This design comes from an exercise in tuning for small area and a short achievable clock period on the open sky130 flow, not from production work.
Only the layout flow was run in this run; the RTL was not checked for function there.
No activity file was given, so power comes from the tool's default toggle rates.

$ cat flow/design.v
module bit_population_counter_top (
  input  logic         clk_i,
  input  logic         srst_i,
  input  logic [127:0] data_i,
  input  logic         data_val_i,
  output logic [6:0]   data_o,
  output logic         data_val_o
);
  wire s1 = data_i[0] ^ data_i[100] ^ data_i[101];
  wire c2 = (data_i[0] & data_i[100]) | (data_i[0] & data_i[101]) | (data_i[100] & data_i[101]);
  wire s3 = data_i[102] ^ data_i[103] ^ data_i[104];
  wire c4 = (data_i[102] & data_i[103]) | (data_i[102] & data_i[104]) | (data_i[103] & data_i[104]);
  wire s5 = data_i[105] ^ data_i[106] ^ data_i[107];
  wire c6 = (data_i[105] & data_i[106]) | (data_i[105] & data_i[107]) | (data_i[106] & data_i[107]);
  wire s7 = data_i[108] ^ data_i[109] ^ data_i[10];
  wire c8 = (data_i[108] & data_i[109]) | (data_i[108] & data_i[10]) | (data_i[109] & data_i[10]);
  wire s9 = data_i[110] ^ data_i[111] ^ data_i[112];
  wire c10 = (data_i[110] & data_i[111]) | (data_i[110] & data_i[112]) | (data_i[111] & data_i[112]);
  wire s11 = data_i[113] ^ data_i[114] ^ data_i[115];
  wire c12 = (data_i[113] & data_i[114]) | (data_i[113] & data_i[115]) | (data_i[114] & data_i[115]);
  wire s13 = data_i[116] ^ data_i[117] ^ data_i[118];
  wire c14 = (data_i[116] & data_i[117]) | (data_i[116] & data_i[118]) | (data_i[117] & data_i[118]);
  wire s15 = data_i[119] ^ data_i[11] ^ data_i[120];
  wire c16 = (data_i[119] & data_i[11]) | (data_i[119] & data_i[120]) | (data_i[11] & data_i[120]);
  wire s17 = data_i[121] ^ data_i[122] ^ data_i[123];
  wire c18 = (data_i[121] & data_i[122]) | (data_i[121] & data_i[123]) | (data_i[122] & data_i[123]);
  wire s19 = data_i[124] ^ data_i[125] ^ data_i[126];
  wire c20 = (data_i[124] & data_i[125]) | (data_i[124] & data_i[126]) | (data_i[125] & data_i[126]);
  wire s21 = data_i[127] ^ data_i[12] ^ data_i[13];
  wire c22 = (data_i[127] & data_i[12]) | (data_i[127] & data_i[13]) | (data_i[12] & data_i[13]);
  wire s23 = data_i[14] ^ data_i[15] ^ data_i[16];
  wire c24 = (data_i[14] & data_i[15]) | (data_i[14] & data_i[16]) | (data_i[15] & data_i[16]);
  wire s25 = data_i[17] ^ data_i[18] ^ data_i[19];
  wire c26 = (data_i[17] & data_i[18]) | (data_i[17] & data_i[19]) | (data_i[18] & data_i[19]);
  wire s27 = data_i[1] ^ data_i[20] ^ data_i[21];
  wire c28 = (data_i[1] & data_i[20]) | (data_i[1] & data_i[21]) | (data_i[20] & data_i[21]);
  wire s29 = data_i[22] ^ data_i[23] ^ data_i[24];
  wire c30 = (data_i[22] & data_i[23]) | (data_i[22] & data_i[24]) | (data_i[23] & data_i[24]);
  wire s31 = data_i[25] ^ data_i[26] ^ data_i[27];
  wire c32 = (data_i[25] & data_i[26]) | (data_i[25] & data_i[27]) | (data_i[26] & data_i[27]);
  wire s33 = data_i[28] ^ data_i[29] ^ data_i[2];
  wire c34 = (data_i[28] & data_i[29]) | (data_i[28] & data_i[2]) | (data_i[29] & data_i[2]);
  wire s35 = data_i[30] ^ data_i[31] ^ data_i[32];
  wire c36 = (data_i[30] & data_i[31]) | (data_i[30] & data_i[32]) | (data_i[31] & data_i[32]);
  wire s37 = data_i[33] ^ data_i[34] ^ data_i[35];
  wire c38 = (data_i[33] & data_i[34]) | (data_i[33] & data_i[35]) | (data_i[34] & data_i[35]);
  wire s39 = data_i[36] ^ data_i[37] ^ data_i[38];
  wire c40 = (data_i[36] & data_i[37]) | (data_i[36] & data_i[38]) | (data_i[37] & data_i[38]);
  wire s41 = data_i[39] ^ data_i[3] ^ data_i[40];
  wire c42 = (data_i[39] & data_i[3]) | (data_i[39] & data_i[40]) | (data_i[3] & data_i[40]);
  wire s43 = data_i[41] ^ data_i[42] ^ data_i[43];
  wire c44 = (data_i[41] & data_i[42]) | (data_i[41] & data_i[43]) | (data_i[42] & data_i[43]);
  wire s45 = data_i[44] ^ data_i[45] ^ data_i[46];
  wire c46 = (data_i[44] & data_i[45]) | (data_i[44] & data_i[46]) | (data_i[45] & data_i[46]);
  wire s47 = data_i[47] ^ data_i[48] ^ data_i[49];
  wire c48 = (data_i[47] & data_i[48]) | (data_i[47] & data_i[49]) | (data_i[48] & data_i[49]);
  wire s49 = data_i[4] ^ data_i[50] ^ data_i[51];
  wire c50 = (data_i[4] & data_i[50]) | (data_i[4] & data_i[51]) | (data_i[50] & data_i[51]);
  wire s51 = data_i[52] ^ data_i[53] ^ data_i[54];
  wire c52 = (data_i[52] & data_i[53]) | (data_i[52] & data_i[54]) | (data_i[53] & data_i[54]);
  wire s53 = data_i[55] ^ data_i[56] ^ data_i[57];
  wire c54 = (data_i[55] & data_i[56]) | (data_i[55] & data_i[57]) | (data_i[56] & data_i[57]);
  wire s55 = data_i[58] ^ data_i[59] ^ data_i[5];
  wire c56 = (data_i[58] & data_i[59]) | (data_i[58] & data_i[5]) | (data_i[59] & data_i[5]);
  wire s57 = data_i[60] ^ data_i[61] ^ data_i[62];
  wire c58 = (data_i[60] & data_i[61]) | (data_i[60] & data_i[62]) | (data_i[61] & data_i[62]);
  wire s59 = data_i[63] ^ data_i[64] ^ data_i[65];
  wire c60 = (data_i[63] & data_i[64]) | (data_i[63] & data_i[65]) | (data_i[64] & data_i[65]);
  wire s61 = data_i[66] ^ data_i[67] ^ data_i[68];
  wire c62 = (data_i[66] & data_i[67]) | (data_i[66] & data_i[68]) | (data_i[67] & data_i[68]);
  wire s63 = data_i[69] ^ data_i[6] ^ data_i[70];
  wire c64 = (data_i[69] & data_i[6]) | (data_i[69] & data_i[70]) | (data_i[6] & data_i[70]);
  wire s65 = data_i[71] ^ data_i[72] ^ data_i[73];
  wire c66 = (data_i[71] & data_i[72]) | (data_i[71] & data_i[73]) | (data_i[72] & data_i[73]);
  wire s67 = data_i[74] ^ data_i[75] ^ data_i[76];
  wire c68 = (data_i[74] & data_i[75]) | (data_i[74] & data_i[76]) | (data_i[75] & data_i[76]);
  wire s69 = data_i[77] ^ data_i[78] ^ data_i[79];
  wire c70 = (data_i[77] & data_i[78]) | (data_i[77] & data_i[79]) | (data_i[78] & data_i[79]);
  wire s71 = data_i[7] ^ data_i[80] ^ data_i[81];
  wire c72 = (data_i[7] & data_i[80]) | (data_i[7] & data_i[81]) | (data_i[80] & data_i[81]);
  wire s73 = data_i[82] ^ data_i[83] ^ data_i[84];
  wire c74 = (data_i[82] & data_i[83]) | (data_i[82] & data_i[84]) | (data_i[83] & data_i[84]);
  wire s75 = data_i[85] ^ data_i[86] ^ data_i[87];
  wire c76 = (data_i[85] & data_i[86]) | (data_i[85] & data_i[87]) | (data_i[86] & data_i[87]);
  wire s77 = data_i[88] ^ data_i[89] ^ data_i[8];
  wire c78 = (data_i[88] & data_i[89]) | (data_i[88] & data_i[8]) | (data_i[89] & data_i[8]);
  wire s79 = data_i[90] ^ data_i[91] ^ data_i[92];
  wire c80 = (data_i[90] & data_i[91]) | (data_i[90] & data_i[92]) | (data_i[91] & data_i[92]);
  wire s81 = data_i[93] ^ data_i[94] ^ data_i[95];
  wire c82 = (data_i[93] & data_i[94]) | (data_i[93] & data_i[95]) | (data_i[94] & data_i[95]);
  wire s83 = data_i[96] ^ data_i[97] ^ data_i[98];
  wire c84 = (data_i[96] & data_i[97]) | (data_i[96] & data_i[98]) | (data_i[97] & data_i[98]);
  wire s85 = data_i[99] ^ data_i[9] ^ s1;
  wire c86 = (data_i[99] & data_i[9]) | (data_i[99] & s1) | (data_i[9] & s1);
  wire s87 = s11 ^ s13 ^ s15;
  wire c88 = (s11 & s13) | (s11 & s15) | (s13 & s15);
  wire s89 = s17 ^ s19 ^ s21;
  wire c90 = (s17 & s19) | (s17 & s21) | (s19 & s21);
  wire s91 = s23 ^ s25 ^ s27;
  wire c92 = (s23 & s25) | (s23 & s27) | (s25 & s27);
  wire s93 = s29 ^ s3 ^ s31;
  wire c94 = (s29 & s3) | (s29 & s31) | (s3 & s31);
  wire s95 = s33 ^ s35 ^ s37;
  wire c96 = (s33 & s35) | (s33 & s37) | (s35 & s37);
  wire s97 = s39 ^ s41 ^ s43;
  wire c98 = (s39 & s41) | (s39 & s43) | (s41 & s43);
  wire s99 = s45 ^ s47 ^ s49;
  wire c100 = (s45 & s47) | (s45 & s49) | (s47 & s49);
  wire s101 = s5 ^ s51 ^ s53;
  wire c102 = (s5 & s51) | (s5 & s53) | (s51 & s53);
  wire s103 = s55 ^ s57 ^ s59;
  wire c104 = (s55 & s57) | (s55 & s59) | (s57 & s59);
  wire s105 = s61 ^ s63 ^ s65;
  wire c106 = (s61 & s63) | (s61 & s65) | (s63 & s65);
  wire s107 = s67 ^ s69 ^ s7;
  wire c108 = (s67 & s69) | (s67 & s7) | (s69 & s7);
  wire s109 = s71 ^ s73 ^ s75;
  wire c110 = (s71 & s73) | (s71 & s75) | (s73 & s75);
  wire s111 = s77 ^ s79 ^ s81;
  wire c112 = (s77 & s79) | (s77 & s81) | (s79 & s81);
  wire s113 = s83 ^ s9 ^ s101;
  wire c114 = (s83 & s9) | (s83 & s101) | (s9 & s101);
  wire s115 = s103 ^ s105 ^ s107;
  wire c116 = (s103 & s105) | (s103 & s107) | (s105 & s107);
  wire s117 = s109 ^ s111 ^ s85;
  wire c118 = (s109 & s111) | (s109 & s85) | (s111 & s85);
  wire s119 = s87 ^ s89 ^ s91;
  wire c120 = (s87 & s89) | (s87 & s91) | (s89 & s91);
  wire s121 = s93 ^ s95 ^ s97;
  wire c122 = (s93 & s95) | (s93 & s97) | (s95 & s97);
  wire s123 = c10 ^ c12 ^ c14;
  wire c124 = (c10 & c12) | (c10 & c14) | (c12 & c14);
  wire s125 = c16 ^ c18 ^ c2;
  wire c126 = (c16 & c18) | (c16 & c2) | (c18 & c2);
  wire s127 = c20 ^ c22 ^ c24;
  wire c128 = (c20 & c22) | (c20 & c24) | (c22 & c24);
  wire s129 = c26 ^ c28 ^ c30;
  wire c130 = (c26 & c28) | (c26 & c30) | (c28 & c30);
  wire s131 = c32 ^ c34 ^ c36;
  wire c132 = (c32 & c34) | (c32 & c36) | (c34 & c36);
  wire s133 = c38 ^ c4 ^ c40;
  wire c134 = (c38 & c4) | (c38 & c40) | (c4 & c40);
  wire s135 = c42 ^ c44 ^ c46;
  wire c136 = (c42 & c44) | (c42 & c46) | (c44 & c46);
  wire s137 = c48 ^ c50 ^ c52;
  wire c138 = (c48 & c50) | (c48 & c52) | (c50 & c52);
  wire s139 = c54 ^ c56 ^ c58;
  wire c140 = (c54 & c56) | (c54 & c58) | (c56 & c58);
  wire s141 = c6 ^ c60 ^ c62;
  wire c142 = (c6 & c60) | (c6 & c62) | (c60 & c62);
  wire s143 = c64 ^ c66 ^ c68;
  wire c144 = (c64 & c66) | (c64 & c68) | (c66 & c68);
  wire s145 = c70 ^ c72 ^ c74;
  wire c146 = (c70 & c72) | (c70 & c74) | (c72 & c74);
  wire s147 = c76 ^ c78 ^ c8;
  wire c148 = (c76 & c78) | (c76 & c8) | (c78 & c8);
  wire s149 = c80 ^ c82 ^ c84;
  wire c150 = (c80 & c82) | (c80 & c84) | (c82 & c84);
  wire s151 = c100 ^ c102 ^ c104;
  wire c152 = (c100 & c102) | (c100 & c104) | (c102 & c104);
  wire s153 = c106 ^ c108 ^ c110;
  wire c154 = (c106 & c108) | (c106 & c110) | (c108 & c110);
  wire s155 = c112 ^ c86 ^ c88;
  wire c156 = (c112 & c86) | (c112 & c88) | (c86 & c88);
  wire s157 = c90 ^ c92 ^ c94;
  wire c158 = (c90 & c92) | (c90 & c94) | (c92 & c94);
  wire s159 = c96 ^ c98 ^ s123;
  wire c160 = (c96 & c98) | (c96 & s123) | (c98 & s123);
  wire s161 = s125 ^ s127 ^ s129;
  wire c162 = (s125 & s127) | (s125 & s129) | (s127 & s129);
  wire s163 = s131 ^ s133 ^ s135;
  wire c164 = (s131 & s133) | (s131 & s135) | (s133 & s135);
  wire s165 = s137 ^ s139 ^ s141;
  wire c166 = (s137 & s139) | (s137 & s141) | (s139 & s141);
  wire s167 = s143 ^ s145 ^ s147;
  wire c168 = (s143 & s145) | (s143 & s147) | (s145 & s147);
  wire s169 = c124 ^ c126 ^ c128;
  wire c170 = (c124 & c126) | (c124 & c128) | (c126 & c128);
  wire s171 = c130 ^ c132 ^ c134;
  wire c172 = (c130 & c132) | (c130 & c134) | (c132 & c134);
  wire s173 = c136 ^ c138 ^ c140;
  wire c174 = (c136 & c138) | (c136 & c140) | (c138 & c140);
  wire s175 = c142 ^ c144 ^ c146;
  wire c176 = (c142 & c144) | (c142 & c146) | (c144 & c146);
  logic [39:0] p0;
  wire s177 = p0[0] ^ p0[1] ^ p0[2];
  wire c178 = (p0[0] & p0[1]) | (p0[0] & p0[2]) | (p0[1] & p0[2]);
  wire s179 = p0[3] ^ p0[4] ^ p0[5];
  wire c180 = (p0[3] & p0[4]) | (p0[3] & p0[5]) | (p0[4] & p0[5]);
  wire s181 = p0[10] ^ p0[11] ^ p0[12];
  wire c182 = (p0[10] & p0[11]) | (p0[10] & p0[12]) | (p0[11] & p0[12]);
  wire s183 = p0[13] ^ p0[14] ^ p0[15];
  wire c184 = (p0[13] & p0[14]) | (p0[13] & p0[15]) | (p0[14] & p0[15]);
  wire s185 = p0[16] ^ p0[17] ^ p0[18];
  wire c186 = (p0[16] & p0[17]) | (p0[16] & p0[18]) | (p0[17] & p0[18]);
  wire s187 = p0[19] ^ p0[20] ^ p0[6];
  wire c188 = (p0[19] & p0[20]) | (p0[19] & p0[6]) | (p0[20] & p0[6]);
  wire s189 = p0[7] ^ p0[8] ^ p0[9];
  wire c190 = (p0[7] & p0[8]) | (p0[7] & p0[9]) | (p0[8] & p0[9]);
  wire s191 = c178 ^ c180 ^ s181;
  wire c192 = (c178 & c180) | (c178 & s181) | (c180 & s181);
  wire s193 = s183 ^ s185 ^ s187;
  wire c194 = (s183 & s185) | (s183 & s187) | (s185 & s187);
  wire s195 = p0[21] ^ p0[22] ^ p0[23];
  wire c196 = (p0[21] & p0[22]) | (p0[21] & p0[23]) | (p0[22] & p0[23]);
  wire s197 = p0[24] ^ p0[25] ^ p0[26];
  wire c198 = (p0[24] & p0[25]) | (p0[24] & p0[26]) | (p0[25] & p0[26]);
  wire s199 = p0[27] ^ p0[28] ^ p0[29];
  wire c200 = (p0[27] & p0[28]) | (p0[27] & p0[29]) | (p0[28] & p0[29]);
  wire s201 = p0[30] ^ p0[31] ^ p0[32];
  wire c202 = (p0[30] & p0[31]) | (p0[30] & p0[32]) | (p0[31] & p0[32]);
  wire s203 = p0[33] ^ p0[34] ^ p0[35];
  wire c204 = (p0[33] & p0[34]) | (p0[33] & p0[35]) | (p0[34] & p0[35]);
  wire s205 = c182 ^ c184 ^ c186;
  wire c206 = (c182 & c184) | (c182 & c186) | (c184 & c186);
  wire s207 = c188 ^ c190 ^ s195;
  wire c208 = (c188 & c190) | (c188 & s195) | (c190 & s195);
  wire s209 = s197 ^ s199 ^ s201;
  wire c210 = (s197 & s199) | (s197 & s201) | (s199 & s201);
  wire s211 = s203 ^ c192 ^ c194;
  wire c212 = (s203 & c192) | (s203 & c194) | (c192 & c194);
  wire s213 = p0[36] ^ p0[37] ^ p0[38];
  wire c214 = (p0[36] & p0[37]) | (p0[36] & p0[38]) | (p0[37] & p0[38]);
  wire s215 = p0[39] ^ c196 ^ c198;
  wire c216 = (p0[39] & c196) | (p0[39] & c198) | (c196 & c198);
  wire s217 = c200 ^ c202 ^ c204;
  wire c218 = (c200 & c202) | (c200 & c204) | (c202 & c204);
  wire s219 = s213 ^ c206 ^ c208;
  wire c220 = (s213 & c206) | (s213 & c208) | (c206 & c208);
  wire s221 = c210 ^ s215 ^ s217;
  wire c222 = (c210 & s215) | (c210 & s217) | (s215 & s217);
  wire s223 = c214 ^ c216 ^ c218;
  wire c224 = (c214 & c216) | (c214 & c218) | (c216 & c218);
  wire s225 = s189 ^ s191;
  wire c226 = s189 & s191;
  wire s227 = s205 ^ s207;
  wire c228 = s205 & s207;
  wire s229 = s209 ^ c226;
  wire c230 = s209 & c226;
  logic [15:0] p1;
  wire s231 = p1[4] ^ p1[5] ^ p1[6];
  wire c232 = (p1[4] & p1[5]) | (p1[4] & p1[6]) | (p1[5] & p1[6]);
  wire s233 = p1[10] ^ p1[11] ^ p1[7];
  wire c234 = (p1[10] & p1[11]) | (p1[10] & p1[7]) | (p1[11] & p1[7]);
  wire s235 = p1[8] ^ p1[9] ^ c232;
  wire c236 = (p1[8] & p1[9]) | (p1[8] & c232) | (p1[9] & c232);
  wire s237 = p1[12] ^ p1[13] ^ p1[14];
  wire c238 = (p1[12] & p1[13]) | (p1[12] & p1[14]) | (p1[13] & p1[14]);
  wire s239 = c234 ^ s237 ^ c236;
  wire c240 = (c234 & s237) | (c234 & c236) | (s237 & c236);
  wire s241 = p1[15] ^ c238;
  wire c242 = p1[15] & c238;
  logic [10:0] p2;
  wire s243 = p2[0] ^ p2[1];
  wire c244 = p2[0] & p2[1];
  wire s245 = p2[2] ^ p2[3];
  wire c246 = p2[2] & p2[3];
  wire s247 = p2[5] ^ p2[6];
  wire c248 = p2[5] & p2[6];
  wire s249 = p2[8] ^ p2[9];
  wire c250 = p2[8] & p2[9];
  wire o251 = s245 ^ c244;
  wire g252 = (s245 & c244) | c246;
  wire o253 = p2[4] ^ g252;
  wire g254 = (p2[4] & c246);
  wire q255 = p2[4] & s245;
  wire g256 = (q255 & c244) | g254;
  wire o257 = s247 ^ g256;
  wire q258 = s247 & p2[4];
  wire g259 = (q258 & g252) | c248;
  wire o260 = p2[7] ^ g259;
  wire g261 = (p2[7] & c248);
  wire q262 = p2[7] & s247;
  wire q263 = q262 & p2[4];
  wire g264 = (q263 & g252) | g261;
  wire o265 = s249 ^ g264;
  wire q266 = s249 & p2[7];
  wire g267 = (q266 & c248) | c250;
  wire q268 = q266 & s247;
  wire g269 = (q268 & g256) | g267;
  wire o270 = p2[10] ^ g269;
  always_ff @( posedge clk_i )
    begin
      p0[0] <= s99;
      p0[1] <= s113;
      p0[2] <= s115;
      p0[3] <= s117;
      p0[4] <= s119;
      p0[5] <= s121;
      p0[6] <= s149;
      p0[7] <= c114;
      p0[8] <= c116;
      p0[9] <= c118;
      p0[10] <= c120;
      p0[11] <= c122;
      p0[12] <= s151;
      p0[13] <= s153;
      p0[14] <= s155;
      p0[15] <= s157;
      p0[16] <= s159;
      p0[17] <= s161;
      p0[18] <= s163;
      p0[19] <= s165;
      p0[20] <= s167;
      p0[21] <= c148;
      p0[22] <= c150;
      p0[23] <= c152;
      p0[24] <= c154;
      p0[25] <= c156;
      p0[26] <= c158;
      p0[27] <= c160;
      p0[28] <= c162;
      p0[29] <= c164;
      p0[30] <= c166;
      p0[31] <= c168;
      p0[32] <= s169;
      p0[33] <= s171;
      p0[34] <= s173;
      p0[35] <= s175;
      p0[36] <= c170;
      p0[37] <= c172;
      p0[38] <= c174;
      p0[39] <= c176;
      p1[0] <= s177;
      p1[1] <= s179;
      p1[2] <= s193;
      p1[3] <= s225;
      p1[4] <= s227;
      p1[5] <= s211;
      p1[6] <= s229;
      p1[7] <= c228;
      p1[8] <= c230;
      p1[9] <= c212;
      p1[10] <= s219;
      p1[11] <= s221;
      p1[12] <= c220;
      p1[13] <= c222;
      p1[14] <= s223;
      p1[15] <= c224;
      p2[0] <= p1[0];
      p2[1] <= p1[1];
      p2[2] <= p1[2];
      p2[3] <= p1[3];
      p2[4] <= s231;
      p2[5] <= s233;
      p2[6] <= s235;
      p2[7] <= s239;
      p2[8] <= s241;
      p2[9] <= c240;
      p2[10] <= c242;
    end
  wire [6:0] count = {o270, o265, o260, o257, o253, o251, s243};
  logic [3:0] val;
  always_ff @( posedge clk_i )
    begin
      if ( srst_i )
        val <= '0;
      else
        val <= { val[2:0], data_val_i };
    end
  assign data_val_o = val[3];
  always_ff @( posedge clk_i )
    data_o <= count;
endmodule
$ cat flow/flow/run.sh
#!/bin/bash
# The standard layout (standard.sh) with three changes to its settings:
#  - Yosys's synth runs without its early "abc -fast" pass (SYNTH_ARGS=-noabc),
#    so extract_fa keeps the RTL's full adders in their true polarity instead
#    of adding inverters around them; the registers are the same;
#  - ports are buffered with plain buf_1 cells instead of delay buffers;
#  - CTS inserts no dummy loads and uses small clock buffers.
# make's output (every step's log is also kept under orfs/logs) goes to flow.log.
set -euo pipefail
cat >> config.mk <<'CFG'
export SYNTH_ARGS = -noabc
export BUFFER_PORTS_ARGS = -buffer_cell sky130_fd_sc_hd__buf_1
export CTS_ARGS = -sink_clustering_enable -repair_clock_nets -dont_use_dummy_load -buf_list {sky130_fd_sc_hd__clkbuf_4 sky130_fd_sc_hd__clkbuf_8}
CFG
bash standard.sh finish > flow.log 2>&1
$ cat flow/standard.sh
#!/bin/bash
# synth_recipe.tcl (not shown) runs the flow's synth.tcl, then flattens the netlist and writes it again
# the make line also repeats each setting of config.mk as NAME=value (left out here)
make -C /OpenROAD-flow-scripts/flow DESIGN_CONFIG=/design/flow/config.mk WORK_HOME=/design/flow/orfs CLKGATE_MAP_FILE= SYNTH_SCRIPT=/design/flow/synth_recipe.tcl "${@:-finish}"
$ cat flow/config.mk
export PLATFORM = sky130hd
export DESIGN_NAME = bit_population_counter_top
export DESIGN_NICKNAME = bit_population_counter_top
export VERILOG_FILES = /design/flow/design.v
export SDC_FILE = /design/flow/constraint.sdc
export NUM_CORES = 4
export LEC_CHECK = 0
export CAP_MARGIN = 20
export CORE_MARGIN = 2
export CORE_UTILIZATION = 40
export SLEW_MARGIN = 20
export SYNTH_ARGS = -noabc
export BUFFER_PORTS_ARGS = -buffer_cell sky130_fd_sc_hd__buf_1
export CTS_ARGS = -sink_clustering_enable -repair_clock_nets -dont_use_dummy_load -buf_list {sky130_fd_sc_hd__clkbuf_4 sky130_fd_sc_hd__clkbuf_8}
$ cat flow/constraint.sdc
create_clock -name core_clock -period 2.6 [get_ports {clk_i}]
set_input_delay 0.5200 -clock core_clock [delete_from_list [all_inputs] [get_ports {clk_i}]]
set_output_delay 0.5200 -clock core_clock [all_outputs]
set_load 0.01 [all_outputs]
==> results by group <==
Run
  • Number of max-cap violations: 0

Yosys
  • Distinct cell type count after synthesis: 13
  • Post-Syn Instances: 220
  • Prevailing post-synth register cell: dfxtp_1
  • Synth warn: 1
  • Avg Synthesized Cell Area: 18.8 µm²
  • Synth Net Count: 477
  • Synthesized flop and latch total: 78
  • Post-synthesis sequential area ratio: a little under two fifths
  • Post-synth ARST share: 0%
  • Post-Synthesis Cell Area: 4150 µm²
  • Number of synthesized flops with an enable pin: 0

Hold path
  • Hold path depth: 0
  • Hold crit path type: flop to flop
  • Hold_sp: p1[3]$_DFF_P_
  • Endpoint, Worst Hold: p2[3]$_DFF_P_

Placement
  • PortBufs: ~140
  • Detailed placer's ending HPWL: approximately 6400 µm
  • GP Congestion: slightly below 0.8

Routing
  • Via count: between 2000 and 2500
  • DRC: 0
  • DR pass1 iterations: 3
  • Initial DRC Count: 90
  • Routed Antenna Nets: 0
  • Routed WL per cell: around 14 µm
  • Vias per cell: about 4.2
  • Wirelength, routed: around 7000 µm

Clock network
  • Maximum clock path buffer count: 2
  • Clock Root Buffer: clkbuf_8
  • Post-cts sizing count: 0
  • CTS tree: done
  • Clock Latency Late Sink: 0.33 ns
  • CTS Hold Buffers Added: 0
  • Post-CTS Setup Bufs: 0
  • Reg clk slew, reported paths: ~0.070 ns
  • Clock sinks: between 70 and 80
  • CTS buffer count: 9
  • # H-tree levels: 3

Cells and area
  • Most frequent cells in the layout: 138 x buf_1, 118 x fa_1, 78 x dfxtp_1
  • Commonest non-fill, non-tap cell in the layout: buf_1
  • Layout area overhead: 19.6%
  • Layout cells sized above 1: about 3%
  • # nets final: 626
  • FILL cells: a little over 900
  • Ant diodes: 0

Worst setup path
  • Reg-to-reg endpoint: p1[5]$_DFF_P_
  • WS Path Type: primary input to flop
  • Critical path fanouts, max: 1
  • Worst EP arrival: 2.15 ns
  • Worst r2r src: p0[0]$_DFF_P_
  • Worst Setup Start Kind: primary input
  • Reg2reg path depth: 3
  • Worst reg2reg setup slack: 0.71 ns
  • Critical Path End Type: flop
  • CP required: between 2 and 3 ns

Floorplan
  • Die area: ~11000 µm²
  • I/O pins: about 140
  • Die H: ~110 µm
  • FP Rows: 37
  • Initial Utilization: between 40% and 50%
  • Core Box Area: 10200 µm²
  • Die width: between 100 and 150 µm

GRT
  • Vias in the first global route: roughly 2400
  • GRT Util Overall: approximately 14%
  • First-pass GRT wire length: around 11000 µm
  • Grt total ovfl: 0
  • Largest net degree at the start of global routing: 13
  • Initial antenna violation count: 0

Timing
  • Slew headroom: about 80%
  • Fin Setup TNS: 0 ns
  • Slew @ Worst Pin: between 0.2 and 0.3 ns
  • Fin. max-slew vios: 0
  • Tmin final: roughly 2.0 ns
  • Final hold viol count: 0
  • Max Freq: approximately 510 MHz
  • Clock Skew: about 0.012 ns
  • # setup viols final: 0
  • Final worst path period share: 75.3%
  • Unrepaired setup endpoints after global routing: false

Outcome
  • Status: timing/DRC/antenna clean

Power and ir drop
  • P per Cell Area: between 1000 and 1500 nW/µm²
  • Worst vdd ir: around 0.00041 V
  • Leak: 1.86 nW
  • Total power: about 5.0 mW
-- power breakdown --
group | switching [mW] | internal (mW) | leakage (nW)
clock | 0.337 | 0.309 | 0.0647
combinational | 1.13 | 1.13 | 1.14
sequential | 0.271 | 1.83 | 0.657
-- through the flow --
step	hold slack [ns]	setup WS, ns	area (µm²)	std cells	util [%]
finish	0.316	0.641	4960	503	48.7
global route	0.328	0.618	4960	503	48.7
CTS	0.315	0.634	4960	503	48.7
detailed placement	0.312	0.283	4830	494	47.5
global placement	0.311	0.305	4830	494	47.5
floorplan	0.310	0.483	4150	220	-
-- cells in the mapped netlist (2+ instances only) --
master / instances / area (µm²)
fa_1: 118 / 2360
dfxtp_1: 78 / 1560
ha_1: 8 / 100
nor2b_1: 4 / 25.0
xnor2_1: 3 / 26.3
xor2_1: 2 / 17.5
-- cell families (layout without fill, tap and decap cells) --
logic type	count (synthesis)	count (layout)	synth area share (%)
fa+ha+maj	126	126	59.4
flops	78	78	37.7
simple gates	7	7	1.12
xor+xnor	5	5	1.06
compound gates	4	4	0.755
buf+inv	0	147	0
-- worst max path at each step --
stage                          to  cells after the start  startpoint  slack (ns)
floorplan           p0[2]$_DFF_P_                      3   data_i[5]        0.48
global route        p0[3]$_DFF_P_                      4   data_i[0]        0.62
CTS                 p0[3]$_DFF_P_                      4   data_i[0]        0.63
global placement    p0[3]$_DFF_P_                      4   data_i[0]        0.30
finish              p0[3]$_DFF_P_                      4   data_i[0]        0.64
detailed placement  p0[3]$_DFF_P_                      4   data_i[0]        0.28
-- sequential cells by signal, summed over array words and instances (netlist names) --
signal  cells
p0         40
p1         16
p2         11
data_o      7
val         4
-- worst max-delay path, stage by stage --
cell and delay (ns):
buf_1 0.09, fa_1 0.60, fa_1 0.46, fa_1 0.49
-- metal layers --
| metal | track usage (%) | part of all wire [%] |
|---|---|---|
| met4 | 3.76 | 1.7 |
| met3 | 4.21 | 5.0 |
| met1 | 17.1 | 40 |
| met5 | 0 | 0 |
| met2 | 23.2 | 53 |
-- layout make-up --
type	instances	area (µm²)	share of cell area, %
timing repair buffer	138	518	10.4
tap	136	170	3.43
clock buffer	9	124	2.50
sequential	78	1560	31.5
multi-input combinational	142	2580	52.1

## port drivers added, routing unchanged
Ports are ideal in the flow. The routed layout listed here was re-timed in OpenROAD.
Step 1 (the two cells are an assumption about what drives the block):
set clk [get_ports {clk_i}]
set_driving_cell -lib_cell sky130_fd_sc_hd__clkbuf_16 $clk
set_driving_cell -lib_cell sky130_fd_sc_hd__buf_2 [delete_from_list [all_inputs] $clk]
Step 2, shift: input delay + t, output delay - t, t = (earliest + latest rising clock arrival at the registers) / 2. This alone moves slack from input paths to output paths.
Slacks: ideal ports / drivers / drivers and shift; pairs: ideal ports / drivers.
t, ns: 0.353
setup slack, ns: 0.641 / 0.651 / 0.298
worst register clock-pin slew, ns: 0.07 / 0.07
worst slew at a driven data input, ns: 0.04
After both steps setup and hold are still met in this run. The setup slack of this run moves by +0.010 ns with the drivers and by -0.343 ns with both steps.
